Context: an optimization exercise on an open-source flow, tuned for small area. The choices shown serve that exercise and are no tape-out recipe.
Where RTL was checked, it was by simulation tests only, not by an equivalence proof against the original.
Power figures rest on the tool's default switching activity, not on a simulated workload.

==> job 4753 <==
Design pong_animated_top, start of the top module:
module pong_animated_top(clk, rst, btn, hsync, vsync, rgb);
==> module animated_graphics, before the edit <==
module animated_graphics(clk, rst, btn, pixel_tick, video_on, hvis, refr_tick,
                         refr_win, pixel_x, pixel_y, rgb);
    input        clk, rst, pixel_tick, video_on, hvis, refr_tick, refr_win;
    input  [1:0] btn;
    input  [9:0] pixel_x, pixel_y;
    output [11:0] rgb;
    reg  [8:0] pad;       
    reg  [8:0] bx;        
    reg  [7:0] by;        
    reg        dx, dy;    
    reg        ball_x2;   
    reg  [1:0] col;       
    genvar i;
    reg         upd_win;
    always @(posedge clk)
        upd_win <= refr_win;
    wire [8:0]  cmp_y = upd_win ? {by, 1'b0} : pixel_y[8:0];
    wire [8:0]  pad_n = ~pad;
    wire [9:0]  sc;                   
    wire [8:0]  pd;                   
    assign sc[0] = 1'b1;
    generate
        for (i = 0; i < 9; i = i + 1) begin : sub
            assign pd[i]   = cmp_y[i] ^ pad_n[i] ^ sc[i];
            assign sc[i+1] = (cmp_y[i] & pad_n[i]) | (cmp_y[i] & sc[i]) |
                             (pad_n[i] & sc[i]);
        end
    endgenerate
    wire pad_y_on = sc[9] & ~(|pd[8:7]) & ~(pd[6] & (|pd[5:3]));    
    wire vov = pad_y_on | (~sc[9] & (&pd[8:3]) & (|pd[2:0]));       
    wire pad_max = pad[8] & pad[7] & pad[4] & pad[0];    
    wire pad_min = ~(|pad[8:2]);                         
    wire p_dn = btn[1] & ~pad_max;
    wire p_up = ~p_dn & btn[0] & ~pad_min;
    wire p_mv = refr_tick & (p_dn | p_up);
    wire [7:0] pt;
    assign pt[0] = p_mv & (p_dn ? (|pad[1:0]) : ~(&pad[1:0]));
    generate
        for (i = 0; i < 7; i = i + 1) begin : pcarry
            assign pt[i+1] = pt[i] & (pad[i+2] ^ p_up);
        end
    endgenerate
    wire [8:0] pad_next = {pad[8:2] ^ pt[6:0],
                           pad[1] ^ (p_mv & (pad[0] ^ p_dn)),
                           pad[0] ^ p_mv};
    wire [9:0] xt, yt;
    assign xt[0] = refr_tick;
    assign yt[0] = refr_tick;
    generate
        for (i = 0; i < 9; i = i + 1) begin : xcarry
            assign xt[i+1] = xt[i] & (bx[i] ^ dx);
        end
        for (i = 0; i < 8; i = i + 1) begin : ycarry
            assign yt[i+1] = yt[i] & (by[i] ^ dy);
        end
    endgenerate
    wire [8:0] bx_next = bx ^ xt[8:0];
    wire [7:0] by_next = by ^ yt[7:0];
    wire ball_x_eq = pixel_x[9:2] == bx[8:1];
    wire ball_x_on = ball_x_eq | ball_x2;
    wire ball_y_on = pixel_y[8:3] == by[7:2];
    wire [2:0] rrow = pixel_y[2:0];
    wire [2:0] rcol = {ball_x2, pixel_x[1:0]};
    wire [1:0] fr = rrow[1:0] ^ {2{rrow[2]}};
    wire [1:0] fc = rcol[1:0] ^ {2{rcol[2]}};
    wire ball_off = (fr == 2'd0 & ~fc[1]) | (fr == 2'd1 & fc == 2'd0);
    wire ball_on = ball_x_on & ball_y_on & ~ball_off;
    wire wall_on  = pixel_x[9:2] == 8'd8;       
    wire padx_on  = pixel_x[9:2] == 8'd150;     
    wire blue = wall_on | (padx_on & pad_y_on);
    wire pink = ~blue & ball_on;
    wire ytop = (by == 8'd0);
    wire ybot = by[7] & by[6] & by[5] & by[3] & by[2] & (by[1] | by[0]);
    wire xwall = (bx <= 9'd17);
    wire xpad  = (bx == 9'd297) | (bx == 9'd298);
    always @(posedge clk, posedge rst)
        if (rst) begin
            pad <= 9'd0;
            bx  <= 9'd0;
            by  <= 8'd0;
            dx <= 1'b0;
            dy <= 1'b0;
            ball_x2 <= 1'b0;
        end else begin
            pad <= pad_next;
            bx  <= bx_next;
            by  <= by_next;
            if (~upd_win)
                ;
            else if (ytop)
                dy <= 1'b0;
            else if (ybot)
                dy <= 1'b1;
            else if (xwall)
                dx <= 1'b0;
            else if (xpad & vov)
                dx <= 1'b1;
            if (pixel_tick & pixel_x[1] & pixel_x[0])
                ball_x2 <= ball_x_eq & hvis;
        end
    always @(posedge clk)
        if (pixel_tick)
            col <= video_on ? {~pink, blue | pink} : 2'b00;
    wire is_pink = col[0] & ~col[1];
    wire is_blue = col[0] & col[1];
    assign rgb = {{4{is_pink}}, {2{is_blue}}, {2{is_pink}},
                  col[0], is_blue, col[1], col[0] | col[1]};
endmodule
Settings: LEC_CHECK=0, CAP_MARGIN=20, CORE_MARGIN=2, CORE_UTILIZATION=40, SLEW_MARGIN=20; clock period 5.0 ns.
run.sh (not shown) runs the stock make flow with config.mk's settings and CLKGATE_MAP_FILE= SYNTH_SCRIPT=/design/flow/synth_recipe.tcl, a recipe that flattens the netlist after the stock synthesis.
==> inputs of job 4116, as changes to job 4753 <==
--- a/flow/design.v
+++ b/flow/design.v
@@ -67,20 +67,20 @@
     reg         upd_win;
     always @(posedge clk)
         upd_win <= refr_win;
-    wire [8:0]  cmp_y = upd_win ? {by, 1'b0} : pixel_y[8:0];
-    wire [8:0]  pad_n = ~pad;
-    wire [9:0]  sc;                   
-    wire [8:0]  pd;                   
+    wire [9:0]  cmp_y = upd_win ? {1'b0, by, 1'b0} : pixel_y;
+    wire [9:0]  pad_n = {1'b1, ~pad};
+    wire [10:0] sc;                   
+    wire [9:0]  pd;                   
     assign sc[0] = 1'b1;
     generate
-        for (i = 0; i < 9; i = i + 1) begin : sub
+        for (i = 0; i < 10; i = i + 1) begin : sub
             assign pd[i]   = cmp_y[i] ^ pad_n[i] ^ sc[i];
             assign sc[i+1] = (cmp_y[i] & pad_n[i]) | (cmp_y[i] & sc[i]) |
                              (pad_n[i] & sc[i]);
         end
     endgenerate
-    wire pad_y_on = sc[9] & ~(|pd[8:7]) & ~(pd[6] & (|pd[5:3]));    
-    wire vov = pad_y_on | (~sc[9] & (&pd[8:3]) & (|pd[2:0]));       
+    wire pad_y_on = sc[10] & ~(|pd[9:7]) & ~(pd[6] & (|pd[5:3]));    
+    wire vov = pad_y_on | (~sc[10] & (&pd[9:3]) & (|pd[2:0]));       
     wire pad_max = pad[8] & pad[7] & pad[4] & pad[0];    
     wire pad_min = ~(|pad[8:2]);                         
     wire p_dn = btn[1] & ~pad_max;
==> run notes <==
item	job 4753	job 4116
Result of the run	complete, no violations	complete, no violations
Path depth of the worst reg2reg path	14	17
Share of cell area taken by flip-flops and latches	34.2%	33.0%
Register share of total power	61.9%	57.7%
Total wire length	6940 um	7000 um
Worst-path fanout max	8	4
Overall global routing resource usage	15.4%	15.5%
Sequential share of the synthesized area	36.7%	37.1%
Fraction of the mapped netlist area in compound gates	7.26%	9.61%
Die Height	98.0 um	97.6 um
Power consumption	737 uW	790 uW
Adder-cell area share of the yosys netlist	11.6%	12.1%
Count of inverters not on the clock network in the layout	11	9
Internal power	563 uW	615 uW
Synthesized cell area	3530 um2	3500 um2
Commonest non-fill, non-tap cell in the layout	sky130_fd_sc_hd__xor2_1	sky130_fd_sc_hd__xnor2_1
Initial Utilization	40.9%	40.7%
Post-Syn Nets	390	383
Reg area	1300 um2	1300 um2
Largest net degree at the start of global routing	22	32
For job 4116, only the layout was checked, not whether the RTL still works.

## static timing again, ports no longer ideal
In the flow no input, the clock included, has a driving cell. The finished layouts below were timed again as built, in two steps.
Step 1, drivers: a clkbuf_16 drives clk and a buf_2 each remaining input, both assumed.
Step 2 adds t to the input delays and takes it off the output delays; t is the mean of the earliest and latest rising clock arrival at the registers after step 1. Input paths then give back, and output paths get back, about the clock's delay inside the block.
a / b / c = ideal / step 1 / step 2; a / b = the first two.
| run | t, ns | setup WS [ns] | worst setup path after step 2 | worst register clock-pin slew, ns | pins driven straight from the clock port |
|---|---|---|---|---|---|
| job 4753 | 0.342 | 0.481 / 0.481 / 0.481 | register to register | 0.11 / 0.11 | 1 |
| job 4116 | 0.336 | 0.066 / 0.066 / 0.066 | register to register | 0.11 / 0.11 | 1 |
After both steps every run listed still meets setup and hold.
